From an optimization exercise on the open Yosys and OpenROAD flow, aimed at small area, a short achievable clock period and few clock cycles; shortcuts taken in it are not production practice. The RTL was checked by simulation tests, not by an equivalence proof against the original design. Power and IR drop assume default switching activity.

`flow/run.sh`:
```
#!/bin/bash
# The standard layout (the standard.sh, with the standard synthesis
# unchanged), with two make variables changed:
#  - BUFFER_PORTS_ARGS: every input and output port still gets a buffer, but a
#    plain buffer cell instead of the delay buffer that buffer_ports picks.
# Each tool's output goes to the ORFS logs under orfs/ and to standard.log here.
set -euo pipefail
SETUP_MARGIN=${SETUP_MARGIN:-6.7}
PORT_BUF=${PORT_BUF:-sky130_fd_sc_hd__buf_2}
sed -e "s/SETUP_SLACK_MARGIN=[0-9.]*/SETUP_SLACK_MARGIN=${SETUP_MARGIN} BUFFER_PORTS_ARGS='-buffer_cell ${PORT_BUF}'/" standard.sh > standard_margin.sh
grep -q "SETUP_SLACK_MARGIN=${SETUP_MARGIN} " standard_margin.sh
bash standard_margin.sh > standard.log 2>&1
```
`standard.sh`:
```
#!/bin/bash
# synth_recipe.tcl (not shown) runs the flow's synth.tcl, then flattens the netlist and writes it again
# the make line also repeats each setting of config.mk as NAME=value (left out here)
make -C /OpenROAD-flow-scripts/flow DESIGN_CONFIG=/design/flow/config.mk WORK_HOME=/design/flow/orfs CLKGATE_MAP_FILE= SYNTH_SCRIPT=/design/flow/synth_recipe.tcl "${@:-finish}"
```
`config.mk`:
```
export PLATFORM = sky130hd
export DESIGN_NAME = CONVCOR
export DESIGN_NICKNAME = CONVCOR
export VERILOG_FILES = /design/flow/design.v
export SDC_FILE = /design/flow/constraint.sdc
export NUM_CORES = 4
export LEC_CHECK = 0
export ABC_CLOCK_PERIOD_IN_PS = 3000
export CAP_MARGIN = 20
export CORE_MARGIN = 2
export CORE_UTILIZATION = 35
export CTS_CLUSTER_DIAMETER = 80
export CTS_CLUSTER_SIZE = 18
export PLACE_DENSITY = 0.55
export SETUP_SLACK_MARGIN = 5
export SLEW_MARGIN = 20
export TNS_END_PERCENT = 60
```
`constraint.sdc`:
```
create_clock -name core_clock -period 10.0 [get_ports {clk}]
set_input_delay 2.0000 -clock core_clock [delete_from_list [all_inputs] [get_ports {clk}]]
set_output_delay 2.0000 -clock core_clock [all_outputs]
set_load 0.01 [all_outputs]
```
`design.v`:
```
module CONVCOR(
    clk,
    rst_n,
    in_valid,
    in_a,
    in_b,
    in_mode,
    out_valid,
    out
);
input              clk;
input              rst_n;
input              in_valid;
input      [15:0]  in_a;
input      [15:0]  in_b;
input              in_mode;
output reg         out_valid;
output reg [35:0]  out;
reg [15:0] ra0, ra1, ra2, rb0, rb1, rb2;
reg [1:0]  icnt;     
reg        mode;     
reg        busy;     
reg [3:0]  st;       
wire       md = busy ? mode : in_mode;
reg  [1:0] ia, ib;
reg        sclr, svld, slast;
always @(*) begin
    ia = 2'd0; ib = 2'd0; sclr = 1'b0; svld = 1'b0; slast = 1'b0;
    if (!busy) begin
        sclr = 1'b1; svld = ~in_mode;
    end else if (mode) begin
        if (st != 4'd1) begin svld = 1'b1; slast = 1'b1; end
    end else begin
        case (st)
            4'd1: begin ia = 2'd3; ib = 2'd0; sclr = 1'b1; end                
            4'd2: begin ia = 2'd3; ib = 2'd2; svld = 1'b1; end                
            4'd3: begin ia = 2'd1; ib = 2'd3; sclr = 1'b1; end                
            4'd4: begin ia = 2'd1; ib = 2'd1; end                             
            4'd5: begin ia = 2'd1; ib = 2'd2; svld = 1'b1; end                
            4'd6: begin ia = 2'd2; ib = 2'd3; sclr = 1'b1; end                
            4'd7: begin ia = 2'd2; ib = 2'd1; svld = 1'b1; end                
            default: begin ia = 2'd1; ib = 2'd1; sclr = 1'b1; svld = 1'b1; slast = 1'b1; end  
        endcase
    end
end
reg [15:0] sa, sb;
always @(*) begin
    case (ia)
        2'd0: sa = in_a;
        2'd1: sa = ra0;
        2'd2: sa = ra1;
        default: sa = ra2;
    endcase
    case (ib)
        2'd0: sb = in_b;
        2'd1: sb = rb0;
        2'd2: sb = rb1;
        default: sb = rb2;
    endcase
end
wire [8:0] ebr = {sb[15:8], 1'b0};
wire [8:0] ebi = {sb[7:0], 1'b0};
wire [3:0] br_n_d, br_o_d, br_t_d, bi_n_d, bi_o_d, bi_t_d;
genvar gk;
generate
    for (gk = 0; gk < 4; gk = gk + 1) begin : benc
        assign br_n_d[gk] = ebr[2*gk+2];
        assign br_o_d[gk] = ebr[2*gk+1] ^ ebr[2*gk];
        assign br_t_d[gk] = (ebr[2*gk+2] & ~ebr[2*gk+1] & ~ebr[2*gk]) | (~ebr[2*gk+2] & ebr[2*gk+1] & ebr[2*gk]);
        assign bi_n_d[gk] = ebi[2*gk+2] ^ md;
        assign bi_o_d[gk] = ebi[2*gk+1] ^ ebi[2*gk];
        assign bi_t_d[gk] = (ebi[2*gk+2] & ~ebi[2*gk+1] & ~ebi[2*gk]) | (~ebi[2*gk+2] & ebi[2*gk+1] & ebi[2*gk]);
    end
endgenerate
reg [7:0] xr, xi;
reg [3:0] br_n, br_o, br_t, bi_n, bi_o, bi_t;
reg       clr1, vld1, clr2, vld2;
wire step = busy | (in_valid & (icnt == 2'd0));
always @(posedge clk) begin
    if (!rst_n) begin
        icnt <= 2'd0;
        busy <= 1'b0;
        vld1 <= 1'b0;
        vld2 <= 1'b0;
        out_valid <= 1'b0;
    end else begin
        if (in_valid)
            icnt <= (icnt == 2'd2) ? 2'd0 : icnt + 2'd1;
        if (step) begin
            st <= busy ? st + 4'd1 : 4'd1;
            busy <= ~slast;
        end
        vld1 <= step & svld;
        vld2 <= vld1;
        out_valid <= vld2;
    end
end
always @(posedge clk) begin
    if (in_valid & (icnt == 2'd0))
        mode <= in_mode;
    ra0 <= ra1; ra1 <= ra2; ra2 <= in_valid ? in_a : ra0;
    rb0 <= rb1; rb1 <= rb2; rb2 <= in_valid ? in_b : rb0;
    xr <= sa[15:8];
    xi <= sa[7:0];
    br_n <= br_n_d; br_o <= br_o_d; br_t <= br_t_d;
    bi_n <= bi_n_d; bi_o <= bi_o_d; bi_t <= bi_t_d;
    clr1 <= sclr;
    clr2 <= clr1;
end
wire [7:0] nre, nim;
generate
    for (gk = 0; gk < 4; gk = gk + 1) begin : nrow
        assign nre[2*gk]   = br_n[gk] ^ ~bi_n[gk];
        assign nre[2*gk+1] = br_n[gk] & ~bi_n[gk];
        assign nim[2*gk]   = bi_n[gk] ^ br_n[gk];
        assign nim[2*gk+1] = bi_n[gk] & br_n[gk];
    end
endgenerate
wire [8:0] sre_xr_br_r0 = (br_o[0] ? {xr[7], xr} : br_t[0] ? {xr, 1'b0} : 9'd0) ^ {9{br_n[0]}};
wire [8:0] sre_xr_br_r1 = (br_o[1] ? {xr[7], xr} : br_t[1] ? {xr, 1'b0} : 9'd0) ^ {9{br_n[1]}};
wire [8:0] sre_xr_br_r2 = (br_o[2] ? {xr[7], xr} : br_t[2] ? {xr, 1'b0} : 9'd0) ^ {9{br_n[2]}};
wire [8:0] sre_xr_br_r3 = (br_o[3] ? {xr[7], xr} : br_t[3] ? {xr, 1'b0} : 9'd0) ^ {9{br_n[3]}};
wire [8:0] sre_xi_bi_r0 = (bi_o[0] ? {xi[7], xi} : bi_t[0] ? {xi, 1'b0} : 9'd0) ^ {9{~bi_n[0]}};
wire [8:0] sre_xi_bi_r1 = (bi_o[1] ? {xi[7], xi} : bi_t[1] ? {xi, 1'b0} : 9'd0) ^ {9{~bi_n[1]}};
wire [8:0] sre_xi_bi_r2 = (bi_o[2] ? {xi[7], xi} : bi_t[2] ? {xi, 1'b0} : 9'd0) ^ {9{~bi_n[2]}};
wire [8:0] sre_xi_bi_r3 = (bi_o[3] ? {xi[7], xi} : bi_t[3] ? {xi, 1'b0} : 9'd0) ^ {9{~bi_n[3]}};
wire sre_w1 = sre_xr_br_r0[4] ^ sre_xr_br_r1[2];
wire sre_w2 = sre_xr_br_r0[4] & sre_xr_br_r1[2];
wire sre_w3 = sre_xr_br_r0[5] ^ sre_xr_br_r1[3] ^ sre_xr_br_r2[1];
wire sre_w4 = (sre_xr_br_r0[5] & sre_xr_br_r1[3]) | (sre_xr_br_r0[5] & sre_xr_br_r2[1]) | (sre_xr_br_r1[3] & sre_xr_br_r2[1]);
wire sre_w5 = sre_xr_br_r0[6] ^ sre_xr_br_r1[4] ^ sre_xr_br_r2[2];
wire sre_w6 = (sre_xr_br_r0[6] & sre_xr_br_r1[4]) | (sre_xr_br_r0[6] & sre_xr_br_r2[2]) | (sre_xr_br_r1[4] & sre_xr_br_r2[2]);
wire sre_w7 = sre_xr_br_r3[0] ^ sre_xi_bi_r0[6] ^ sre_xi_bi_r1[4];
wire sre_w8 = (sre_xr_br_r3[0] & sre_xi_bi_r0[6]) | (sre_xr_br_r3[0] & sre_xi_bi_r1[4]) | (sre_xi_bi_r0[6] & sre_xi_bi_r1[4]);
wire sre_w9 = sre_xr_br_r0[7] ^ sre_xr_br_r1[5] ^ sre_xr_br_r2[3];
wire sre_w10 = (sre_xr_br_r0[7] & sre_xr_br_r1[5]) | (sre_xr_br_r0[7] & sre_xr_br_r2[3]) | (sre_xr_br_r1[5] & sre_xr_br_r2[3]);
wire sre_w11 = sre_xr_br_r3[1] ^ sre_xi_bi_r0[7] ^ sre_xi_bi_r1[5];
wire sre_w12 = (sre_xr_br_r3[1] & sre_xi_bi_r0[7]) | (sre_xr_br_r3[1] & sre_xi_bi_r1[5]) | (sre_xi_bi_r0[7] & sre_xi_bi_r1[5]);
wire sre_w13 = sre_xi_bi_r2[3] ^ sre_xi_bi_r3[1];
wire sre_w14 = sre_xi_bi_r2[3] & sre_xi_bi_r3[1];
wire sre_w15 = ~sre_xr_br_r0[8] ^ sre_xr_br_r1[6] ^ sre_xr_br_r2[4];
wire sre_w16 = (~sre_xr_br_r0[8] & sre_xr_br_r1[6]) | (~sre_xr_br_r0[8] & sre_xr_br_r2[4]) | (sre_xr_br_r1[6] & sre_xr_br_r2[4]);
wire sre_w17 = sre_xr_br_r3[2] ^ ~sre_xi_bi_r0[8] ^ sre_xi_bi_r1[6];
wire sre_w18 = (sre_xr_br_r3[2] & ~sre_xi_bi_r0[8]) | (sre_xr_br_r3[2] & sre_xi_bi_r1[6]) | (~sre_xi_bi_r0[8] & sre_xi_bi_r1[6]);
wire sre_w19 = sre_xi_bi_r2[4] ^ sre_xi_bi_r3[2];
wire sre_w20 = sre_xi_bi_r2[4] & sre_xi_bi_r3[2];
wire sre_w21 = sre_xr_br_r1[7] ^ sre_xr_br_r2[5] ^ sre_xr_br_r3[3];
wire sre_w22 = (sre_xr_br_r1[7] & sre_xr_br_r2[5]) | (sre_xr_br_r1[7] & sre_xr_br_r3[3]) | (sre_xr_br_r2[5] & sre_xr_br_r3[3]);
wire sre_w23 = sre_xi_bi_r1[7] ^ sre_xi_bi_r2[5] ^ sre_xi_bi_r3[3];
wire sre_w24 = (sre_xi_bi_r1[7] & sre_xi_bi_r2[5]) | (sre_xi_bi_r1[7] & sre_xi_bi_r3[3]) | (sre_xi_bi_r2[5] & sre_xi_bi_r3[3]);
wire sre_w25 = ~sre_xr_br_r1[8] ^ sre_xr_br_r2[6] ^ sre_xr_br_r3[4];
wire sre_w26 = (~sre_xr_br_r1[8] & sre_xr_br_r2[6]) | (~sre_xr_br_r1[8] & sre_xr_br_r3[4]) | (sre_xr_br_r2[6] & sre_xr_br_r3[4]);
wire sre_w27 = ~sre_xi_bi_r1[8] ^ sre_xi_bi_r2[6];
wire sre_w28 = ~sre_xi_bi_r1[8] & sre_xi_bi_r2[6];
wire sre_w29 = sre_xr_br_r0[2] ^ sre_xr_br_r1[0];
wire sre_w30 = sre_xr_br_r0[2] & sre_xr_br_r1[0];
wire sre_w31 = sre_xr_br_r0[3] ^ sre_xr_br_r1[1] ^ sre_xi_bi_r0[3];
wire sre_w32 = (sre_xr_br_r0[3] & sre_xr_br_r1[1]) | (sre_xr_br_r0[3] & sre_xi_bi_r0[3]) | (sre_xr_br_r1[1] & sre_xi_bi_r0[3]);
wire sre_w33 = sre_w1 ^ sre_xr_br_r2[0] ^ sre_xi_bi_r0[4];
wire sre_w34 = (sre_w1 & sre_xr_br_r2[0]) | (sre_w1 & sre_xi_bi_r0[4]) | (sre_xr_br_r2[0] & sre_xi_bi_r0[4]);
wire sre_w35 = sre_xi_bi_r1[2] ^ sre_xi_bi_r2[0];
wire sre_w36 = sre_xi_bi_r1[2] & sre_xi_bi_r2[0];
wire sre_w37 = sre_w2 ^ sre_w3 ^ sre_xi_bi_r0[5];
wire sre_w38 = (sre_w2 & sre_w3) | (sre_w2 & sre_xi_bi_r0[5]) | (sre_w3 & sre_xi_bi_r0[5]);
wire sre_w39 = sre_xi_bi_r1[3] ^ sre_xi_bi_r2[1] ^ nre[5];
wire sre_w40 = (sre_xi_bi_r1[3] & sre_xi_bi_r2[1]) | (sre_xi_bi_r1[3] & nre[5]) | (sre_xi_bi_r2[1] & nre[5]);
wire sre_w41 = sre_w4 ^ sre_w5 ^ sre_w7;
wire sre_w42 = (sre_w4 & sre_w5) | (sre_w4 & sre_w7) | (sre_w5 & sre_w7);
wire sre_w43 = sre_xi_bi_r2[2] ^ sre_xi_bi_r3[0] ^ nre[6];
wire sre_w44 = (sre_xi_bi_r2[2] & sre_xi_bi_r3[0]) | (sre_xi_bi_r2[2] & nre[6]) | (sre_xi_bi_r3[0] & nre[6]);
wire sre_w45 = sre_w6 ^ sre_w8 ^ sre_w9;
wire sre_w46 = (sre_w6 & sre_w8) | (sre_w6 & sre_w9) | (sre_w8 & sre_w9);
wire sre_w47 = sre_w11 ^ sre_w13 ^ nre[7];
wire sre_w48 = (sre_w11 & sre_w13) | (sre_w11 & nre[7]) | (sre_w13 & nre[7]);
wire sre_w49 = sre_w10 ^ sre_w12 ^ sre_w14;
wire sre_w50 = (sre_w10 & sre_w12) | (sre_w10 & sre_w14) | (sre_w12 & sre_w14);
wire sre_w51 = sre_w15 ^ sre_w17 ^ sre_w19;
wire sre_w52 = (sre_w15 & sre_w17) | (sre_w15 & sre_w19) | (sre_w17 & sre_w19);
wire sre_w53 = sre_w16 ^ sre_w18 ^ sre_w20;
wire sre_w54 = (sre_w16 & sre_w18) | (sre_w16 & sre_w20) | (sre_w18 & sre_w20);
wire sre_w55 = sre_w21 ^ sre_w23 ^ 1'b1;
wire sre_w56 = (sre_w21 & sre_w23) | (sre_w21 & 1'b1) | (sre_w23 & 1'b1);
wire sre_w57 = sre_w22 ^ sre_w24 ^ sre_w25;
wire sre_w58 = (sre_w22 & sre_w24) | (sre_w22 & sre_w25) | (sre_w24 & sre_w25);
wire sre_w59 = sre_w27 ^ sre_xi_bi_r3[4] ^ 1'b1;
wire sre_w60 = (sre_w27 & sre_xi_bi_r3[4]) | (sre_w27 & 1'b1) | (sre_xi_bi_r3[4] & 1'b1);
wire sre_w61 = sre_w26 ^ sre_w28 ^ sre_xr_br_r2[7];
wire sre_w62 = (sre_w26 & sre_w28) | (sre_w26 & sre_xr_br_r2[7]) | (sre_w28 & sre_xr_br_r2[7]);
wire sre_w63 = sre_xr_br_r3[5] ^ sre_xi_bi_r2[7] ^ sre_xi_bi_r3[5];
wire sre_w64 = (sre_xr_br_r3[5] & sre_xi_bi_r2[7]) | (sre_xr_br_r3[5] & sre_xi_bi_r3[5]) | (sre_xi_bi_r2[7] & sre_xi_bi_r3[5]);
wire sre_w65 = ~sre_xr_br_r2[8] ^ sre_xr_br_r3[6] ^ ~sre_xi_bi_r2[8];
wire sre_w66 = (~sre_xr_br_r2[8] & sre_xr_br_r3[6]) | (~sre_xr_br_r2[8] & ~sre_xi_bi_r2[8]) | (sre_xr_br_r3[6] & ~sre_xi_bi_r2[8]);
wire sre_w67 = sre_xi_bi_r3[6] ^ 1'b1;
wire sre_w68 = sre_xi_bi_r3[6] & 1'b1;
wire sre_w69 = sre_w29 ^ sre_xi_bi_r0[2];
wire sre_w70 = sre_w29 & sre_xi_bi_r0[2];
wire sre_w71 = sre_w30 ^ sre_w31 ^ sre_xi_bi_r1[1];
wire sre_w72 = (sre_w30 & sre_w31) | (sre_w30 & sre_xi_bi_r1[1]) | (sre_w31 & sre_xi_bi_r1[1]);
wire sre_w73 = sre_w32 ^ sre_w33 ^ sre_w35;
wire sre_w74 = (sre_w32 & sre_w33) | (sre_w32 & sre_w35) | (sre_w33 & sre_w35);
wire sre_w75 = sre_w34 ^ sre_w36 ^ sre_w37;
wire sre_w76 = (sre_w34 & sre_w36) | (sre_w34 & sre_w37) | (sre_w36 & sre_w37);
wire sre_w77 = sre_w38 ^ sre_w40 ^ sre_w41;
wire sre_w78 = (sre_w38 & sre_w40) | (sre_w38 & sre_w41) | (sre_w40 & sre_w41);
wire sre_w79 = sre_w42 ^ sre_w44 ^ sre_w45;
wire sre_w80 = (sre_w42 & sre_w44) | (sre_w42 & sre_w45) | (sre_w44 & sre_w45);
wire sre_w81 = sre_w46 ^ sre_w48 ^ sre_w49;
wire sre_w82 = (sre_w46 & sre_w48) | (sre_w46 & sre_w49) | (sre_w48 & sre_w49);
wire sre_w83 = sre_w50 ^ sre_w52 ^ sre_w53;
wire sre_w84 = (sre_w50 & sre_w52) | (sre_w50 & sre_w53) | (sre_w52 & sre_w53);
wire sre_w85 = sre_w54 ^ sre_w56 ^ sre_w57;
wire sre_w86 = (sre_w54 & sre_w56) | (sre_w54 & sre_w57) | (sre_w56 & sre_w57);
wire sre_w87 = sre_w58 ^ sre_w60 ^ sre_w61;
wire sre_w88 = (sre_w58 & sre_w60) | (sre_w58 & sre_w61) | (sre_w60 & sre_w61);
wire sre_w89 = sre_w62 ^ sre_w64 ^ sre_w65;
wire sre_w90 = (sre_w62 & sre_w64) | (sre_w62 & sre_w65) | (sre_w64 & sre_w65);
wire sre_w91 = sre_w66 ^ sre_w68 ^ sre_xr_br_r3[7];
wire sre_w92 = (sre_w66 & sre_w68) | (sre_w66 & sre_xr_br_r3[7]) | (sre_w68 & sre_xr_br_r3[7]);
wire sre_w93 = ~sre_xr_br_r3[8] ^ ~sre_xi_bi_r3[8];
wire sre_w94 = ~sre_xr_br_r3[8] & ~sre_xi_bi_r3[8];
wire sre_w95 = sre_xr_br_r0[0] ^ sre_xi_bi_r0[0];
wire sre_w96 = sre_xr_br_r0[0] & sre_xi_bi_r0[0];
wire sre_w97 = sre_xr_br_r0[1] ^ sre_xi_bi_r0[1] ^ nre[1];
wire sre_w98 = (sre_xr_br_r0[1] & sre_xi_bi_r0[1]) | (sre_xr_br_r0[1] & nre[1]) | (sre_xi_bi_r0[1] & nre[1]);
wire sre_w99 = sre_w69 ^ sre_xi_bi_r1[0] ^ nre[2];
wire sre_w100 = (sre_w69 & sre_xi_bi_r1[0]) | (sre_w69 & nre[2]) | (sre_xi_bi_r1[0] & nre[2]);
wire sre_w101 = sre_w70 ^ sre_w71 ^ nre[3];
wire sre_w102 = (sre_w70 & sre_w71) | (sre_w70 & nre[3]) | (sre_w71 & nre[3]);
wire sre_w103 = sre_w72 ^ sre_w73 ^ nre[4];
wire sre_w104 = (sre_w72 & sre_w73) | (sre_w72 & nre[4]) | (sre_w73 & nre[4]);
wire sre_w105 = sre_w74 ^ sre_w75 ^ sre_w39;
wire sre_w106 = (sre_w74 & sre_w75) | (sre_w74 & sre_w39) | (sre_w75 & sre_w39);
wire sre_w107 = sre_w76 ^ sre_w77 ^ sre_w43;
wire sre_w108 = (sre_w76 & sre_w77) | (sre_w76 & sre_w43) | (sre_w77 & sre_w43);
wire sre_w109 = sre_w78 ^ sre_w79 ^ sre_w47;
wire sre_w110 = (sre_w78 & sre_w79) | (sre_w78 & sre_w47) | (sre_w79 & sre_w47);
wire sre_w111 = sre_w80 ^ sre_w81 ^ sre_w51;
wire sre_w112 = (sre_w80 & sre_w81) | (sre_w80 & sre_w51) | (sre_w81 & sre_w51);
wire sre_w113 = sre_w82 ^ sre_w83 ^ sre_w55;
wire sre_w114 = (sre_w82 & sre_w83) | (sre_w82 & sre_w55) | (sre_w83 & sre_w55);
wire sre_w115 = sre_w84 ^ sre_w85 ^ sre_w59;
wire sre_w116 = (sre_w84 & sre_w85) | (sre_w84 & sre_w59) | (sre_w85 & sre_w59);
wire sre_w117 = sre_w86 ^ sre_w87 ^ sre_w63;
wire sre_w118 = (sre_w86 & sre_w87) | (sre_w86 & sre_w63) | (sre_w87 & sre_w63);
wire sre_w119 = sre_w88 ^ sre_w89 ^ sre_w67;
wire sre_w120 = (sre_w88 & sre_w89) | (sre_w88 & sre_w67) | (sre_w89 & sre_w67);
wire sre_w121 = sre_w90 ^ sre_w91 ^ sre_xi_bi_r3[7];
wire sre_w122 = (sre_w90 & sre_w91) | (sre_w90 & sre_xi_bi_r3[7]) | (sre_w91 & sre_xi_bi_r3[7]);
wire sre_w123 = sre_w92 ^ sre_w93 ^ 1'b1;
wire sre_w124 = (sre_w92 & sre_w93) | (sre_w92 & 1'b1) | (sre_w93 & 1'b1);
wire [17:0] sre_s = {1'b1, 1'b1, sre_w124, sre_w122, sre_w120, sre_w118, sre_w116, sre_w114, sre_w112, sre_w110, sre_w108, sre_w106, sre_w104, sre_w102, sre_w100, sre_w98, sre_w96, sre_w95};
wire [17:0] sre_c = {1'b0, 1'b0, sre_w94, sre_w123, sre_w121, sre_w119, sre_w117, sre_w115, sre_w113, sre_w111, sre_w109, sre_w107, sre_w105, sre_w103, sre_w101, sre_w99, sre_w97, nre[0]};
wire [8:0] sim_xr_bi_r0 = (bi_o[0] ? {xr[7], xr} : bi_t[0] ? {xr, 1'b0} : 9'd0) ^ {9{bi_n[0]}};
wire [8:0] sim_xr_bi_r1 = (bi_o[1] ? {xr[7], xr} : bi_t[1] ? {xr, 1'b0} : 9'd0) ^ {9{bi_n[1]}};
wire [8:0] sim_xr_bi_r2 = (bi_o[2] ? {xr[7], xr} : bi_t[2] ? {xr, 1'b0} : 9'd0) ^ {9{bi_n[2]}};
wire [8:0] sim_xr_bi_r3 = (bi_o[3] ? {xr[7], xr} : bi_t[3] ? {xr, 1'b0} : 9'd0) ^ {9{bi_n[3]}};
wire [8:0] sim_xi_br_r0 = (br_o[0] ? {xi[7], xi} : br_t[0] ? {xi, 1'b0} : 9'd0) ^ {9{br_n[0]}};
wire [8:0] sim_xi_br_r1 = (br_o[1] ? {xi[7], xi} : br_t[1] ? {xi, 1'b0} : 9'd0) ^ {9{br_n[1]}};
wire [8:0] sim_xi_br_r2 = (br_o[2] ? {xi[7], xi} : br_t[2] ? {xi, 1'b0} : 9'd0) ^ {9{br_n[2]}};
wire [8:0] sim_xi_br_r3 = (br_o[3] ? {xi[7], xi} : br_t[3] ? {xi, 1'b0} : 9'd0) ^ {9{br_n[3]}};
wire sim_w1 = sim_xr_bi_r0[4] ^ sim_xr_bi_r1[2];
wire sim_w2 = sim_xr_bi_r0[4] & sim_xr_bi_r1[2];
wire sim_w3 = sim_xr_bi_r0[5] ^ sim_xr_bi_r1[3] ^ sim_xr_bi_r2[1];
wire sim_w4 = (sim_xr_bi_r0[5] & sim_xr_bi_r1[3]) | (sim_xr_bi_r0[5] & sim_xr_bi_r2[1]) | (sim_xr_bi_r1[3] & sim_xr_bi_r2[1]);
wire sim_w5 = sim_xr_bi_r0[6] ^ sim_xr_bi_r1[4] ^ sim_xr_bi_r2[2];
wire sim_w6 = (sim_xr_bi_r0[6] & sim_xr_bi_r1[4]) | (sim_xr_bi_r0[6] & sim_xr_bi_r2[2]) | (sim_xr_bi_r1[4] & sim_xr_bi_r2[2]);
wire sim_w7 = sim_xr_bi_r3[0] ^ sim_xi_br_r0[6] ^ sim_xi_br_r1[4];
wire sim_w8 = (sim_xr_bi_r3[0] & sim_xi_br_r0[6]) | (sim_xr_bi_r3[0] & sim_xi_br_r1[4]) | (sim_xi_br_r0[6] & sim_xi_br_r1[4]);
wire sim_w9 = sim_xr_bi_r0[7] ^ sim_xr_bi_r1[5] ^ sim_xr_bi_r2[3];
wire sim_w10 = (sim_xr_bi_r0[7] & sim_xr_bi_r1[5]) | (sim_xr_bi_r0[7] & sim_xr_bi_r2[3]) | (sim_xr_bi_r1[5] & sim_xr_bi_r2[3]);
wire sim_w11 = sim_xr_bi_r3[1] ^ sim_xi_br_r0[7] ^ sim_xi_br_r1[5];
wire sim_w12 = (sim_xr_bi_r3[1] & sim_xi_br_r0[7]) | (sim_xr_bi_r3[1] & sim_xi_br_r1[5]) | (sim_xi_br_r0[7] & sim_xi_br_r1[5]);
wire sim_w13 = sim_xi_br_r2[3] ^ sim_xi_br_r3[1];
wire sim_w14 = sim_xi_br_r2[3] & sim_xi_br_r3[1];
wire sim_w15 = ~sim_xr_bi_r0[8] ^ sim_xr_bi_r1[6] ^ sim_xr_bi_r2[4];
wire sim_w16 = (~sim_xr_bi_r0[8] & sim_xr_bi_r1[6]) | (~sim_xr_bi_r0[8] & sim_xr_bi_r2[4]) | (sim_xr_bi_r1[6] & sim_xr_bi_r2[4]);
wire sim_w17 = sim_xr_bi_r3[2] ^ ~sim_xi_br_r0[8] ^ sim_xi_br_r1[6];
wire sim_w18 = (sim_xr_bi_r3[2] & ~sim_xi_br_r0[8]) | (sim_xr_bi_r3[2] & sim_xi_br_r1[6]) | (~sim_xi_br_r0[8] & sim_xi_br_r1[6]);
wire sim_w19 = sim_xi_br_r2[4] ^ sim_xi_br_r3[2];
wire sim_w20 = sim_xi_br_r2[4] & sim_xi_br_r3[2];
wire sim_w21 = sim_xr_bi_r1[7] ^ sim_xr_bi_r2[5] ^ sim_xr_bi_r3[3];
wire sim_w22 = (sim_xr_bi_r1[7] & sim_xr_bi_r2[5]) | (sim_xr_bi_r1[7] & sim_xr_bi_r3[3]) | (sim_xr_bi_r2[5] & sim_xr_bi_r3[3]);
wire sim_w23 = sim_xi_br_r1[7] ^ sim_xi_br_r2[5] ^ sim_xi_br_r3[3];
wire sim_w24 = (sim_xi_br_r1[7] & sim_xi_br_r2[5]) | (sim_xi_br_r1[7] & sim_xi_br_r3[3]) | (sim_xi_br_r2[5] & sim_xi_br_r3[3]);
wire sim_w25 = ~sim_xr_bi_r1[8] ^ sim_xr_bi_r2[6] ^ sim_xr_bi_r3[4];
wire sim_w26 = (~sim_xr_bi_r1[8] & sim_xr_bi_r2[6]) | (~sim_xr_bi_r1[8] & sim_xr_bi_r3[4]) | (sim_xr_bi_r2[6] & sim_xr_bi_r3[4]);
wire sim_w27 = ~sim_xi_br_r1[8] ^ sim_xi_br_r2[6];
wire sim_w28 = ~sim_xi_br_r1[8] & sim_xi_br_r2[6];
wire sim_w29 = sim_xr_bi_r0[2] ^ sim_xr_bi_r1[0];
wire sim_w30 = sim_xr_bi_r0[2] & sim_xr_bi_r1[0];
wire sim_w31 = sim_xr_bi_r0[3] ^ sim_xr_bi_r1[1] ^ sim_xi_br_r0[3];
wire sim_w32 = (sim_xr_bi_r0[3] & sim_xr_bi_r1[1]) | (sim_xr_bi_r0[3] & sim_xi_br_r0[3]) | (sim_xr_bi_r1[1] & sim_xi_br_r0[3]);
wire sim_w33 = sim_w1 ^ sim_xr_bi_r2[0] ^ sim_xi_br_r0[4];
wire sim_w34 = (sim_w1 & sim_xr_bi_r2[0]) | (sim_w1 & sim_xi_br_r0[4]) | (sim_xr_bi_r2[0] & sim_xi_br_r0[4]);
wire sim_w35 = sim_xi_br_r1[2] ^ sim_xi_br_r2[0];
wire sim_w36 = sim_xi_br_r1[2] & sim_xi_br_r2[0];
wire sim_w37 = sim_w2 ^ sim_w3 ^ sim_xi_br_r0[5];
wire sim_w38 = (sim_w2 & sim_w3) | (sim_w2 & sim_xi_br_r0[5]) | (sim_w3 & sim_xi_br_r0[5]);
wire sim_w39 = sim_xi_br_r1[3] ^ sim_xi_br_r2[1] ^ nim[5];
wire sim_w40 = (sim_xi_br_r1[3] & sim_xi_br_r2[1]) | (sim_xi_br_r1[3] & nim[5]) | (sim_xi_br_r2[1] & nim[5]);
wire sim_w41 = sim_w4 ^ sim_w5 ^ sim_w7;
wire sim_w42 = (sim_w4 & sim_w5) | (sim_w4 & sim_w7) | (sim_w5 & sim_w7);
wire sim_w43 = sim_xi_br_r2[2] ^ sim_xi_br_r3[0] ^ nim[6];
wire sim_w44 = (sim_xi_br_r2[2] & sim_xi_br_r3[0]) | (sim_xi_br_r2[2] & nim[6]) | (sim_xi_br_r3[0] & nim[6]);
wire sim_w45 = sim_w6 ^ sim_w8 ^ sim_w9;
wire sim_w46 = (sim_w6 & sim_w8) | (sim_w6 & sim_w9) | (sim_w8 & sim_w9);
wire sim_w47 = sim_w11 ^ sim_w13 ^ nim[7];
wire sim_w48 = (sim_w11 & sim_w13) | (sim_w11 & nim[7]) | (sim_w13 & nim[7]);
wire sim_w49 = sim_w10 ^ sim_w12 ^ sim_w14;
wire sim_w50 = (sim_w10 & sim_w12) | (sim_w10 & sim_w14) | (sim_w12 & sim_w14);
wire sim_w51 = sim_w15 ^ sim_w17 ^ sim_w19;
wire sim_w52 = (sim_w15 & sim_w17) | (sim_w15 & sim_w19) | (sim_w17 & sim_w19);
wire sim_w53 = sim_w16 ^ sim_w18 ^ sim_w20;
wire sim_w54 = (sim_w16 & sim_w18) | (sim_w16 & sim_w20) | (sim_w18 & sim_w20);
wire sim_w55 = sim_w21 ^ sim_w23 ^ 1'b1;
wire sim_w56 = (sim_w21 & sim_w23) | (sim_w21 & 1'b1) | (sim_w23 & 1'b1);
wire sim_w57 = sim_w22 ^ sim_w24 ^ sim_w25;
wire sim_w58 = (sim_w22 & sim_w24) | (sim_w22 & sim_w25) | (sim_w24 & sim_w25);
wire sim_w59 = sim_w27 ^ sim_xi_br_r3[4] ^ 1'b1;
wire sim_w60 = (sim_w27 & sim_xi_br_r3[4]) | (sim_w27 & 1'b1) | (sim_xi_br_r3[4] & 1'b1);
wire sim_w61 = sim_w26 ^ sim_w28 ^ sim_xr_bi_r2[7];
wire sim_w62 = (sim_w26 & sim_w28) | (sim_w26 & sim_xr_bi_r2[7]) | (sim_w28 & sim_xr_bi_r2[7]);
wire sim_w63 = sim_xr_bi_r3[5] ^ sim_xi_br_r2[7] ^ sim_xi_br_r3[5];
wire sim_w64 = (sim_xr_bi_r3[5] & sim_xi_br_r2[7]) | (sim_xr_bi_r3[5] & sim_xi_br_r3[5]) | (sim_xi_br_r2[7] & sim_xi_br_r3[5]);
wire sim_w65 = ~sim_xr_bi_r2[8] ^ sim_xr_bi_r3[6] ^ ~sim_xi_br_r2[8];
wire sim_w66 = (~sim_xr_bi_r2[8] & sim_xr_bi_r3[6]) | (~sim_xr_bi_r2[8] & ~sim_xi_br_r2[8]) | (sim_xr_bi_r3[6] & ~sim_xi_br_r2[8]);
wire sim_w67 = sim_xi_br_r3[6] ^ 1'b1;
wire sim_w68 = sim_xi_br_r3[6] & 1'b1;
wire sim_w69 = sim_w29 ^ sim_xi_br_r0[2];
wire sim_w70 = sim_w29 & sim_xi_br_r0[2];
wire sim_w71 = sim_w30 ^ sim_w31 ^ sim_xi_br_r1[1];
wire sim_w72 = (sim_w30 & sim_w31) | (sim_w30 & sim_xi_br_r1[1]) | (sim_w31 & sim_xi_br_r1[1]);
wire sim_w73 = sim_w32 ^ sim_w33 ^ sim_w35;
wire sim_w74 = (sim_w32 & sim_w33) | (sim_w32 & sim_w35) | (sim_w33 & sim_w35);
wire sim_w75 = sim_w34 ^ sim_w36 ^ sim_w37;
wire sim_w76 = (sim_w34 & sim_w36) | (sim_w34 & sim_w37) | (sim_w36 & sim_w37);
wire sim_w77 = sim_w38 ^ sim_w40 ^ sim_w41;
wire sim_w78 = (sim_w38 & sim_w40) | (sim_w38 & sim_w41) | (sim_w40 & sim_w41);
wire sim_w79 = sim_w42 ^ sim_w44 ^ sim_w45;
wire sim_w80 = (sim_w42 & sim_w44) | (sim_w42 & sim_w45) | (sim_w44 & sim_w45);
wire sim_w81 = sim_w46 ^ sim_w48 ^ sim_w49;
wire sim_w82 = (sim_w46 & sim_w48) | (sim_w46 & sim_w49) | (sim_w48 & sim_w49);
wire sim_w83 = sim_w50 ^ sim_w52 ^ sim_w53;
wire sim_w84 = (sim_w50 & sim_w52) | (sim_w50 & sim_w53) | (sim_w52 & sim_w53);
wire sim_w85 = sim_w54 ^ sim_w56 ^ sim_w57;
wire sim_w86 = (sim_w54 & sim_w56) | (sim_w54 & sim_w57) | (sim_w56 & sim_w57);
wire sim_w87 = sim_w58 ^ sim_w60 ^ sim_w61;
wire sim_w88 = (sim_w58 & sim_w60) | (sim_w58 & sim_w61) | (sim_w60 & sim_w61);
wire sim_w89 = sim_w62 ^ sim_w64 ^ sim_w65;
wire sim_w90 = (sim_w62 & sim_w64) | (sim_w62 & sim_w65) | (sim_w64 & sim_w65);
wire sim_w91 = sim_w66 ^ sim_w68 ^ sim_xr_bi_r3[7];
wire sim_w92 = (sim_w66 & sim_w68) | (sim_w66 & sim_xr_bi_r3[7]) | (sim_w68 & sim_xr_bi_r3[7]);
wire sim_w93 = ~sim_xr_bi_r3[8] ^ ~sim_xi_br_r3[8];
wire sim_w94 = ~sim_xr_bi_r3[8] & ~sim_xi_br_r3[8];
wire sim_w95 = sim_xr_bi_r0[0] ^ sim_xi_br_r0[0];
wire sim_w96 = sim_xr_bi_r0[0] & sim_xi_br_r0[0];
wire sim_w97 = sim_xr_bi_r0[1] ^ sim_xi_br_r0[1] ^ nim[1];
wire sim_w98 = (sim_xr_bi_r0[1] & sim_xi_br_r0[1]) | (sim_xr_bi_r0[1] & nim[1]) | (sim_xi_br_r0[1] & nim[1]);
wire sim_w99 = sim_w69 ^ sim_xi_br_r1[0] ^ nim[2];
wire sim_w100 = (sim_w69 & sim_xi_br_r1[0]) | (sim_w69 & nim[2]) | (sim_xi_br_r1[0] & nim[2]);
wire sim_w101 = sim_w70 ^ sim_w71 ^ nim[3];
wire sim_w102 = (sim_w70 & sim_w71) | (sim_w70 & nim[3]) | (sim_w71 & nim[3]);
wire sim_w103 = sim_w72 ^ sim_w73 ^ nim[4];
wire sim_w104 = (sim_w72 & sim_w73) | (sim_w72 & nim[4]) | (sim_w73 & nim[4]);
wire sim_w105 = sim_w74 ^ sim_w75 ^ sim_w39;
wire sim_w106 = (sim_w74 & sim_w75) | (sim_w74 & sim_w39) | (sim_w75 & sim_w39);
wire sim_w107 = sim_w76 ^ sim_w77 ^ sim_w43;
wire sim_w108 = (sim_w76 & sim_w77) | (sim_w76 & sim_w43) | (sim_w77 & sim_w43);
wire sim_w109 = sim_w78 ^ sim_w79 ^ sim_w47;
wire sim_w110 = (sim_w78 & sim_w79) | (sim_w78 & sim_w47) | (sim_w79 & sim_w47);
wire sim_w111 = sim_w80 ^ sim_w81 ^ sim_w51;
wire sim_w112 = (sim_w80 & sim_w81) | (sim_w80 & sim_w51) | (sim_w81 & sim_w51);
wire sim_w113 = sim_w82 ^ sim_w83 ^ sim_w55;
wire sim_w114 = (sim_w82 & sim_w83) | (sim_w82 & sim_w55) | (sim_w83 & sim_w55);
wire sim_w115 = sim_w84 ^ sim_w85 ^ sim_w59;
wire sim_w116 = (sim_w84 & sim_w85) | (sim_w84 & sim_w59) | (sim_w85 & sim_w59);
wire sim_w117 = sim_w86 ^ sim_w87 ^ sim_w63;
wire sim_w118 = (sim_w86 & sim_w87) | (sim_w86 & sim_w63) | (sim_w87 & sim_w63);
wire sim_w119 = sim_w88 ^ sim_w89 ^ sim_w67;
wire sim_w120 = (sim_w88 & sim_w89) | (sim_w88 & sim_w67) | (sim_w89 & sim_w67);
wire sim_w121 = sim_w90 ^ sim_w91 ^ sim_xi_br_r3[7];
wire sim_w122 = (sim_w90 & sim_w91) | (sim_w90 & sim_xi_br_r3[7]) | (sim_w91 & sim_xi_br_r3[7]);
wire sim_w123 = sim_w92 ^ sim_w93 ^ 1'b1;
wire sim_w124 = (sim_w92 & sim_w93) | (sim_w92 & 1'b1) | (sim_w93 & 1'b1);
wire [17:0] sim_s = {1'b1, 1'b1, sim_w124, sim_w122, sim_w120, sim_w118, sim_w116, sim_w114, sim_w112, sim_w110, sim_w108, sim_w106, sim_w104, sim_w102, sim_w100, sim_w98, sim_w96, sim_w95};
wire [17:0] sim_c = {1'b0, 1'b0, sim_w94, sim_w123, sim_w121, sim_w119, sim_w117, sim_w115, sim_w113, sim_w111, sim_w109, sim_w107, sim_w105, sim_w103, sim_w101, sim_w99, sim_w97, nim[0]};
reg [17:0] pre_s, pre_c, pim_s, pim_c;
always @(posedge clk) begin
    pre_s <= sre_s; pre_c <= sre_c;
    pim_s <= sim_s; pim_c <= sim_c;
end
wire [17:0] acc_re = clr2 ? 18'd0 : out[35:18];
wire [17:0] acc_im = clr2 ? 18'd0 : out[17:0];
always @(posedge clk) begin
    out[35:18] <= acc_re + pre_s + pre_c;
    out[17:0]  <= acc_im + pim_s + pim_c;
end
endmodule
```
==> summary.txt, run 1 <==
Detailed routing
  – 1st-pass router iterations: 5
  – DR iter-0 viols: 642
  – Post-DR wirelength/cell: 17.7 um
  – Vias: 10430
  – DRC errors left: 0
  – Final ANT Viol Nets: 0
  – Final wirelength: 37200 um
  – Vias per cell: 4.95

Layout
  – Layout Utilization: 0.403
  – Final #Nets: 1795
  – Post-Layout Inst Area: 17000 um2
  – Proportion of layout cells with a drive suffix above 1: 0.173
  – ANT cells: 0
  – Area Overhead vs Synth: 13.6%
  – Fillers: 4172
  – Post-route insts no fill: 2105

Floorplanning
  – I/O pin total: 73
  – Full die area: 44300 um2
  – Die span in y: 211 um
  – Starting Density: 0.355
  – Row count: 75
  – Core ar.: 42000 um2
  – Die width: 211 um

STA
  – Final Hold Fails: 0
  – Final setup skew: 12.7 ps
  – Min cycle time layout: 3190 ps
  – Max-slew violations: 0
  – Hold_ws: 336 ps
  – Final setup violation count: 0
  – Fin crit share: 0.319
  – Worst-Margin Slew: 769 ps
  – Max Clk Rate: 314 MHz
  – Final WS setup: 6810 ps
  – Worst slew margin: 0.487
  – Setup TNS: 0 ps
  – RSZ-0062 raised after global routing: true

Placement
  – Placed cell area: 15600 um2
  – Placed cells: 2019
  – GPL Wtd Cong: 0.871
  – DP Worst Slack: 6100 ps
  – DP HPWL: 26000 um
  – Port Buf Inserts: 72

Power and ir drop
  – Final Power: 6.24 mW
  – P_leak: 7.13 nW
  – VDD IR max: 0.125 mV
  – Pwr/cell area: 368 nW/um2

Setup path
  – Critical Path Slowest Stage Cell: fa_1
  – CP Cell Sequence: nor2b_4 -> a22oi_1 -> xor2_1 -> fa_1 -> inv_1 -> fa_1 -> inv_1 -> fa_1 -> inv_1 -> fa_1
  – CP Capture Type: flip-flop
  – Crit path from: br_t[2]
  – Arr. time, crit path: 3590 ps
  – R2r startpoint: br_t[2]
  – Worst setup SP type: flip-flop
  – CP required: 10410 ps
  – Crit path kind: flip-flop to flip-flop
  – CP dominant cell by count: fa_1
  – Critical Path Fanout Max: 7
  – Worst path max stage delay: 550 ps

Hold path
  – Worst min path class: flip-flop to flip-flop
  – Hold wc startpoint: clr1

Global route
  – Grt total ovfl: 0
  – Tot GR Track Use: 0.166
  – Largest net degree at the start of global routing: 44
  – Initial antenna violation count: 0
  – First-pass GRT wire length: 58300 um
  – Vias in the first global route: 10443

CTS
  – CTS Buf Count: 19
  – CTS Sinks: 249
  – # hold bufs at CTS: 0
  – H-tree levels: 1
  – Clk pin slew, worst setup/hold paths: 80 ps
  – Clk root buf: clkbuf_16
  – CTS tree: yes
  – Worst-Skew Late Latency: 520 ps
  – Max Buffers Root-to-Sink: 3

Yosys
  – FFs w/ async S/R, synth: 0
  – Cell variety after synth: 62
  – Yosys reg bits: 249
  – Syn Area/Cell: 9.96 um2
  – EDFF count, synth: 5
  – Syn_nets: 1735
  – Yosys warns: 1
  – Post-Syn Area: 14900 um2
  – Sequential share of the synthesized area: 0.337
  – Synth Flop Type: dfxtp_1
  – Gate Count Post-Synth: 1499

Run
  – Max-Cap Viols: 0

Status
  – Outcome: finished clean
## flip-flops by register name, indices dropped and copies added (netlist names), 8 cells and up
name	flops
xr	8
pim_c	16
rb0	16
ra0	16
ra1	16
pim_s	16
xi	8
rb1	16
rb2	16
ra2	16
pre_c	16
pre_s	16
out	36
## worst paths after layout
| kind | end | slack [ps] | cells after the start |
|---|---|---|---|
| max | pre_c[6] | 6810 | 10 |
| min | clr2 | 340 | 0 |
| max reg2reg | pre_c[6] | 6810 | 10 |
| min reg2reg | clr2 | 340 | 0 |
## cell families (layout without fill, tap and decap cells)
family	after synthesis	count (layout)	synth area share
compound gates	283	283	0.127
xor+xnor	183	183	0.107
fa+ha+maj	200	200	0.234
buf+inv	237	304	0.0618
flops	249	249	0.337
mux	54	54	0.0389
simple gates	293	293	0.0937
## cell usage after synthesis (7+ instances only)
library cell / n / share of area
a211oi_1: 8 / 0.0040
a21o_1: 12 / 0.0060
a21oi_1: 27 / 0.0091
a22oi_1: 68 / 0.034
buf_1: 11 / 0.0028
clkbuf_1: 84 / 0.021
dfxtp_1: 244 / 0.33
fa_1: 132 / 0.18
ha_1: 68 / 0.057
inv_1: 133 / 0.033
mux2_2: 32 / 0.024
mux2i_1: 22 / 0.015
nand2_1: 150 / 0.038
nand2b_1: 20 / 0.0084
nand3_1: 7 / 0.0023
nor2_1: 27 / 0.0068
nor2b_1: 51 / 0.021
nor3_1: 11 / 0.0037
o21ai_0: 110 / 0.037
o22ai_1: 11 / 0.0046
o32a_1: 8 / 0.0054
xnor2_1: 142 / 0.083
xor2_1: 41 / 0.024
## cell type report
cell class                 count  area [um2]  area share
timing repair buffer         141         950      0.0560
sequential                   249        5140       0.303
inverter                     135         527      0.0311
multi-input combinational   1013        9090       0.536
clock inverter                 6        85.1     0.00502
clock buffer                  22         487      0.0287
tap                          539         674      0.0398
## per-layer routing
layer  part of all wire  GRT usage
met1               0.47      0.232
met2               0.45      0.277
met3              0.051     0.0201
met4              0.026     0.0367
met5                  0          0
## placed cells by master, fill, tap and decap left out, drive strengths merged, types with 3 or more instances in the layout
master	Yosys	final
a211oi	8	8
a21o	12	12
a21oi	27	27
a22oi	68	68
and2	5	5
buf	18	138
clkbuf	84	25
clkinvlp	0	3
dfxtp	244	244
edfxtp	5	5
fa	132	132
ha	68	68
inv	133	135
mux2	32	32
mux2i	22	22
nand2	150	150
nand2b	20	20
nand3	7	7
nand3b	3	3
nor2	27	27
nor2b	51	51
nor3	11	11
nor3b	3	3
o21a	5	5
o21ai	110	110
o21bai	3	3
o221a	8	8
o221ai	6	6
o22ai	11	11
o32a	8	8
o41ai	3	3
xnor2	142	142
xor2	41	41
## critical path, delay by kind of cell, from the launching register on
family,cells,cell delay (ps)
flip-flops,1,380
AO/OA/AOI/OAI,1,110
XOR/XNOR,1,180
buffers and inverters,3,150
adder cells (fa/ha/maj),4,1990
AND/OR/NAND/NOR,1,260
## power by group
group          total, mW  internal, mW  leakage, nW  switching, mW
sequential          1.60          1.38         2.11          0.213
combinational       3.88          1.72         4.74           2.16
clock              0.760         0.381        0.275          0.379
## what timing repair did
action                     in CTS  in global routing
gates resized for setup        60                 47
setup buffers                  18                 40
setup endpoints to repair      48                 39
pin swaps                       0                  3
Testbench counts, summed over its fixed seeds: cycles 16,262.
==> run 2, diff against run 1 <==
--- a/config.mk
+++ b/config.mk
@@ -15,3 +15,2 @@
 export SETUP_SLACK_MARGIN = 5
 export SLEW_MARGIN = 20
-export TNS_END_PERCENT = 60
==> run 2 against run 1 <==
  * Still clean on timing, DRC and antenna
  * Register-to-register slack got worse by 20 ps
  * Synthesized area unchanged
  * Clock power about the same
  * Power decreased by 0.19%
  * Final cell count decreased by 0.19%
  * Clock-buffer cell count unchanged
  * Largest power group unchanged
==> summary.txt, run 2 <==
Power and ir drop
  – P_leak: 7.10 nW
  – VDD IR max: 0.127 mV
  – Sw Ratio: 0.441
  – Pwr/cell area: 368 nW/um2
  – Clk pwr share: 0.122
  – P_sw: 2.74 mW
  – Comb pwr share: 0.621
  – Seq pwr share: 0.257
  – Int Pwr: 3.48 mW

STA
  – Max Clk Rate: 312 MHz
  – Min cycle time layout: 3210 ps
  – Final setup skew: 14.5 ps
  – Setup TNS: 0 ps
  – Final Hold Fails: 0
  – Fin crit share: 0.321
  – Hold_ws: 336 ps
  – RSZ-0062 raised after global routing: true
  – Max-slew violations: 0
  – Final WS setup: 6790 ps
  – Worst slew margin: 0.489
  – Worst-Margin Slew: 766 ps
  – Final setup violation count: 0

Layout
  – Area Overhead vs Synth: 13.3%
  – Proportion of layout cells with a drive suffix above 1: 0.170
  – ANT cells: 0
  – Commonest non-fill, non-tap cells in the layout: 210 x dfxtp_1, 150 x nand2_1, 141 x xnor2_1
  – Fillers: 4166
  – Layout Utilization: 0.402
  – Final #Nets: 1791
  – Largest register FFs: 36
  – Reg with most FFs: out
  – Post-route insts no fill: 2101
  – Leading cell type in the layout, fill and taps excluded: dfxtp_1

CTS
  – CTS Sinks: 249
  – Clk root buf: clkbuf_16
  – H-tree levels: 1
  – Max Buffers Root-to-Sink: 3
  – Worst-Skew Late Latency: 520 ps
  – CTS Buf Count: 19
  – Clk pin slew, worst setup/hold paths: 80 ps
  – CTS tree: yes

Detailed routing
  – DR iter-0 viols: 590
  – Final wirelength: 36900 um
  – Post-DR wirelength/cell: 17.6 um
  – Final ANT Viol Nets: 0
  – Vias: 10393
  – 1st-pass router iterations: 6
  – Vias per cell: 4.95
  – DRC errors left: 0

Placement
  – DP Worst Slack: 6100 ps
  – DP HPWL: 26000 um
  – Placed cells: 2019
  – Port Buf Inserts: 72
  – GPL Wtd Cong: 0.871

Status
  – Outcome: finished clean

Yosys
  – Yosys warns: 1
  – Most frequent cell after synthesis: dfxtp_1
  – Sequential share of the synthesized area: 0.337
  – Synth Flop Type: dfxtp_1
  – Post-Syn Area: 14900 um2
  – Cell variety after synth: 62
  – Synth top cells by count: 244 x dfxtp_1, 150 x nand2_1, 142 x xnor2_1, 133 x inv_1, 132 x fa_1
  – Gate Count Post-Synth: 1499
  – Yosys reg bits: 249
  – Syn Area/Cell: 9.96 um2
  – Biggest area consumer among synthesized cells: dfxtp_1
  – Synth top area cells: dfxtp_1 33%, fa_1 18%, xnor2_1 8.3%
  – FFs w/ async S/R, synth: 0
  – Syn_nets: 1735
  – EDFF count, synth: 5
  – Top cell type's share of synthesized area: 0.327

Floorplanning
  – Core ar.: 42000 um2
  – Die width: 211 um
  – Row count: 75
  – I/O pin total: 73
  – Die span in y: 211 um
  – Starting Density: 0.355
  – Full die area: 44300 um2

Global route
  – Vias in the first global route: 10459
  – Tot GR Track Use: 0.166
  – Initial antenna violation count: 0
  – Grt total ovfl: 0
  – First-pass GRT wire length: 58300 um
  – Largest net degree at the start of global routing: 44

Run
  – Max-Cap Viols: 0

Setup path
  – Arr. time, crit path: 3600 ps
  – CP Capture Type: flip-flop
  – Critical Path Fanout Max: 16
  – Crit path kind: flip-flop to flip-flop
  – Reg2Reg Setup Slack: 6790 ps
  – CP required: 10390 ps
  – Worst setup SP type: flip-flop

Hold path
  – Worst min path class: flip-flop to flip-flop
run 2: cell counts after synthesis:
Identical to the previous run, type by type.
run 2: through the flow:
step	cell area (um2)	power (mW)
after floorplan	15000	4.42
after global placement	15600	5.34
after detailed placement	15600	5.41
after CTS	16500	6.25
after global routing	16900	7.00
final	16900	6.23
run 2: worst paths after layout:
path | startpoint | endpoint | cells past startpoint
hold / removal | clr1 | clr2 | 0
setup / recovery | br_o[1] | pim_c[6] | 10
setup reg to reg | br_o[1] | pim_c[6] | 10
hold reg to reg | clr1 | clr2 | 0
run 2: cell families (layout without fill, tap and decap cells):
| kind of cell | after synthesis | after routing | share of synthesized area |
|---|---|---|---|
| buffers and inverters | 237 | 300 | 0.0618 |
| DFF | 249 | 249 | 0.337 |
| xor gates and xnor gates | 183 | 183 | 0.107 |
| AOI/OAI and AO/OA | 283 | 283 | 0.127 |
| adders and majority gates | 200 | 200 | 0.234 |
| muxes | 54 | 54 | 0.0389 |
| and+or+nand+nor | 293 | 293 | 0.0937 |
run 2: what timing repair did:
action,4_1_cts,5_1_grt
endpoints found under the setup margin,48,37
gates resized for setup,63,41
setup buffers,18,36
pin swaps,0,3
hold buffers,0,0
run 2: critical path, stage by stage, from the launching register on:
cell and delay [ps]:
dfxtp_4 420, nor2b_2 170, a22oi_1 90, xor2_1 170, fa_1 540, inv_1 50, fa_1 520, inv_1 50
fa_1 550, inv_1 60, fa_1 430
run 2: layer usage:
layer | up-vias | routed length [um] | global-route usage
met5 | - | 0 | 0
met4 | 0 | 981 | 0.0376
met3 | 40 | 2110 | 0.0201
met2 | 303 | 16700 | 0.276
met1 | 5023 | 17200 | 0.232
li1 | 5027 | - | -
run 2: power by group through the flow:
| stage | clock [mW] | sequential [mW] | combinational, mW |
|---|---|---|---|
| after global routing | 0.824 | 1.64 | 4.54 |
| after CTS | 0.790 | 1.62 | 3.84 |
| after floorplan | 0 | 1.56 | 2.86 |
| after detailed placement | 0 | 1.64 | 3.77 |
| after global placement | 0 | 1.63 | 3.71 |
| final | 0.759 | 1.60 | 3.87 |
run 2: cell type report:
cell class,instances,area (um2),share of cell area
multi-input combinational,1013,9090,0.537
sequential,249,5140,0.304
timing repair buffer,137,916,0.0541
tap,539,674,0.0399
inverter,135,524,0.0310
clock buffer,22,487,0.0288
clock inverter,6,85.1,0.00503
==> run 3, diff against run 2 <==
--- a/config.mk
+++ b/config.mk
@@ -15,2 +15,3 @@
 export SETUP_SLACK_MARGIN = 5
 export SLEW_MARGIN = 20
+export TNS_END_PERCENT = 30
==> run 3 against run 2 <==
  * Sequential share of layout area about the same
  * Critical path depth down 2
  * Flip-flop and latch count unchanged
  * Clock power about the same
  * Sequential power about the same
  * Final area about the same
  * First-iteration DRC count up 11%
  * Critical path type unchanged
  * Critical endpoint is now pre_c[9]
==> summary.txt, run 3 <==
Status
  – Outcome: finished clean

Yosys
  – Syn_nets: 1735
  – Top cell type's share of synthesized area: 0.327
  – FFs w/ async S/R, synth: 0
  – EDFF count, synth: 5
  – Gate Count Post-Synth: 1499
  – Post-Syn Area: 14900 um2
  – Sequential share of the synthesized area: 0.337
  – Yosys reg bits: 249
  – Synth top area cells: dfxtp_1 33%, fa_1 18%, xnor2_1 8.3%
  – Syn Area/Cell: 9.96 um2
  – Most frequent cell after synthesis: dfxtp_1
  – Yosys warns: 1
  – Synth Flop Type: dfxtp_1
  – Biggest area consumer among synthesized cells: dfxtp_1
  – Cell variety after synth: 62
  – Synth top cells by count: 244 x dfxtp_1, 150 x nand2_1, 142 x xnor2_1, 133 x inv_1, 132 x fa_1

Global route
  – First-pass GRT wire length: 58300 um
  – Largest net degree at the start of global routing: 44
  – Tot GR Track Use: 0.166
  – Vias in the first global route: 10443
  – Grt total ovfl: 0
  – Initial antenna violation count: 0

Layout
  – Fillers: 4171
  – Reg with most FFs: out
  – Final #Nets: 1790
  – Footprint of the multi-input gates: 9080 um2
  – Commonest non-fill, non-tap cells in the layout: 213 x dfxtp_1, 150 x nand2_1, 141 x xnor2_1
  – ANT cells: 0
  – Area Overhead vs Synth: 13.3%
  – Sequential standard cell area: 5140 um2
  – Post-Layout Inst Area: 16900 um2
  – Proportion of layout cells with a drive suffix above 1: 0.168
  – Leading cell type in the layout, fill and taps excluded: dfxtp_1
  – Largest register FFs: 36

CTS
  – CTS Sinks: 249
  – Clk root buf: clkbuf_16
  – H-tree levels: 1
  – CTS Buf Count: 19
  – Clk pin slew, worst setup/hold paths: 80 ps
  – Max Buffers Root-to-Sink: 3
  – Worst-Skew Late Latency: 520 ps
  – CTS tree: yes

STA
  – Worst slew margin: 0.424
  – Final setup skew: 13.4 ps
  – Fin crit share: 0.334
  – Hold_ws: 336 ps
  – Worst-Margin Slew: 862 ps
  – Max-slew violations: 0
  – RSZ-0062 raised after global routing: true
  – Final Hold Fails: 0
  – Min cycle time layout: 3340 ps
  – Final setup violation count: 0
  – Setup TNS: 0 ps
  – Max Clk Rate: 299 MHz

Detailed routing
  – Vias: 10391
  – Top routing layer in use: met4
  – DR iter-0 viols: 657
  – 1st-pass router iterations: 6
  – Vias per cell: 4.95
  – Final ANT Viol Nets: 0
  – Metal2 WL: 16800 um
  – DRC errors left: 0
  – Met3 Wirelength: 2160 um
  – Final wirelength: 37000 um
  – Post-DR wirelength/cell: 17.6 um
  – Post-Route M1 WL: 17100 um

Setup path
  – Worst path max stage delay: 880 ps
  – CP Capture Type: flip-flop
  – Critical Path Slowest Stage Cell: dfxtp_1
  – CP top delay family: adder cells
  – Worst setup SP type: flip-flop
  – CP required: 10400 ps
  – CP Cell Sequence: a22oi_1 -> xnor2_1 -> ha_1 -> inv_1 -> fa_1 -> fa_1 -> inv_1 -> fa_1
  – CP Buf/Inv Count: 2
  – Crit path kind: flip-flop to flip-flop
  – Arr. time, crit path: 3740 ps
  – CP dominant cell by count: fa_1
  – Critical Path Fanout Max: 16

Placement
  – DP HPWL: 26000 um
  – Port Buf Inserts: 72
  – Placed cell area: 15600 um2
  – GPL Wtd Cong: 0.871

Floorplanning
  – Die width: 211 um
  – Full die area: 44300 um2
  – Row count: 75
  – Starting Density: 0.355
  – Core ar.: 42000 um2
  – I/O pin total: 73
  – Die span in y: 211 um

Run
  – Max-Cap Viols: 0

Hold path
  – Worst min path class: flip-flop to flip-flop

Power and ir drop
  – VDD IR max: 0.124 mV
  – P_leak: 7.10 nW
  – Pwr/cell area: 368 nW/um2
run 3: repair_timing:
item / in CTS / in global routing
setup endpoints to repair: 48 / 39
pin swaps: 0 / 3
buffers inserted: 18 / 35
gates resized for setup: 60 / 44
hold buffers: 0 / 0
run 3: path summary, 6_finish.rpt:
path / startpoint / endpoint / slack [ps] / cells past startpoint
max reg2reg: xi[1] / pre_c[9] / 6660 / 8
min reg2reg: clr1 / clr2 / 340 / 0
min: clr1 / clr2 / 340 / 0
max: xi[1] / pre_c[9] / 6660 / 8
run 3: logic make-up after synthesis:
| family | after synthesis | synth area share |
|---|---|---|
| and+or+nand+nor | 293 | 0.0937 |
| adders and majority gates | 200 | 0.234 |
| DFF | 249 | 0.337 |
| AOI/OAI and AO/OA | 283 | 0.127 |
| muxes | 54 | 0.0389 |
| buffers and inverters | 237 | 0.0618 |
| xor gates and xnor gates | 183 | 0.107 |
run 3: power by group:
part	switching (mW)	total, mW	internal (mW)
clock	0.378	0.760	0.381
sequential	0.214	1.60	1.38
combinational	2.15	3.87	1.72
total	2.74	6.23	3.49
run 3: final cells by class:
type | instances | share of cell area
clock buffer | 22 | 0.0288
clock inverter | 6 | 0.00503
inverter | 135 | 0.0312
multi-input combinational | 1013 | 0.537
sequential | 249 | 0.304
tap | 539 | 0.0399
timing repair buffer | 136 | 0.0539
run 3: worst reg2reg max path, stage by stage (launching register included):
cell and delay (ps):
dfxtp_1 880, a22oi_1 200, xnor2_1 360, ha_1 210, inv_1 50, fa_1 500
fa_1 540, inv_1 50, fa_1 440
run 3: routing by layer:
metal,vias to the layer above,GRT usage
met5,-,0
met4,0,0.0367
met3,44,0.0201
met2,308,0.277
met1,5018,0.232
li1,5021,-
run 3: per-stage QoR:
step                cells  power, mW   util  setup slack, ps
global route         2100       7.00  0.402             6590
detailed placement   2019       5.41  0.372             6100
global placement     2019       5.34  0.372             6080
CTS                  2065       6.24  0.392             6650
finish               2100       6.23  0.402             6660
floorplan            1499       4.42      -             6660

-- re-timing with driven ports --
The results above use ideal ports. As a check the final layouts listed here were re-extracted and re-timed, cells and wires unchanged. Step 1 assumes that a clkbuf_16 drives the clock port and a buf_2 every other input. Step 2, shift: input delay + t, output delay - t, t = (earliest + latest rising clock arrival at the registers) / 2. This alone moves slack from input paths to output paths. Slacks: ideal / step 1 / step 2; pairs: ideal / step 1.
| run | shift t [ns] | setup slack, ns | worst hold slack (ns) | slew at the worst register clock pin (ns) | worst slew at a driven data input, ns |
|---|---|---|---|---|---|
| run 1 | 0.568 | 6.812 / 6.812 / 6.403 | 0.336 / 0.336 / 0.336 | 0.08 / 0.08 | 0.05 |
| run 2 | 0.566 | 6.794 / 6.794 / 6.404 | 0.336 / 0.336 / 0.336 | 0.08 / 0.08 | 0.05 |
| run 3 | 0.567 | 6.658 / 6.658 / 6.403 | 0.336 / 0.336 / 0.336 | 0.08 / 0.08 | 0.05 |
After both steps setup and hold are still met in every run listed. For run 1, which loses most, drivers alone change the setup slack by 0.000 ns; drivers and shift together by -0.409 ns.
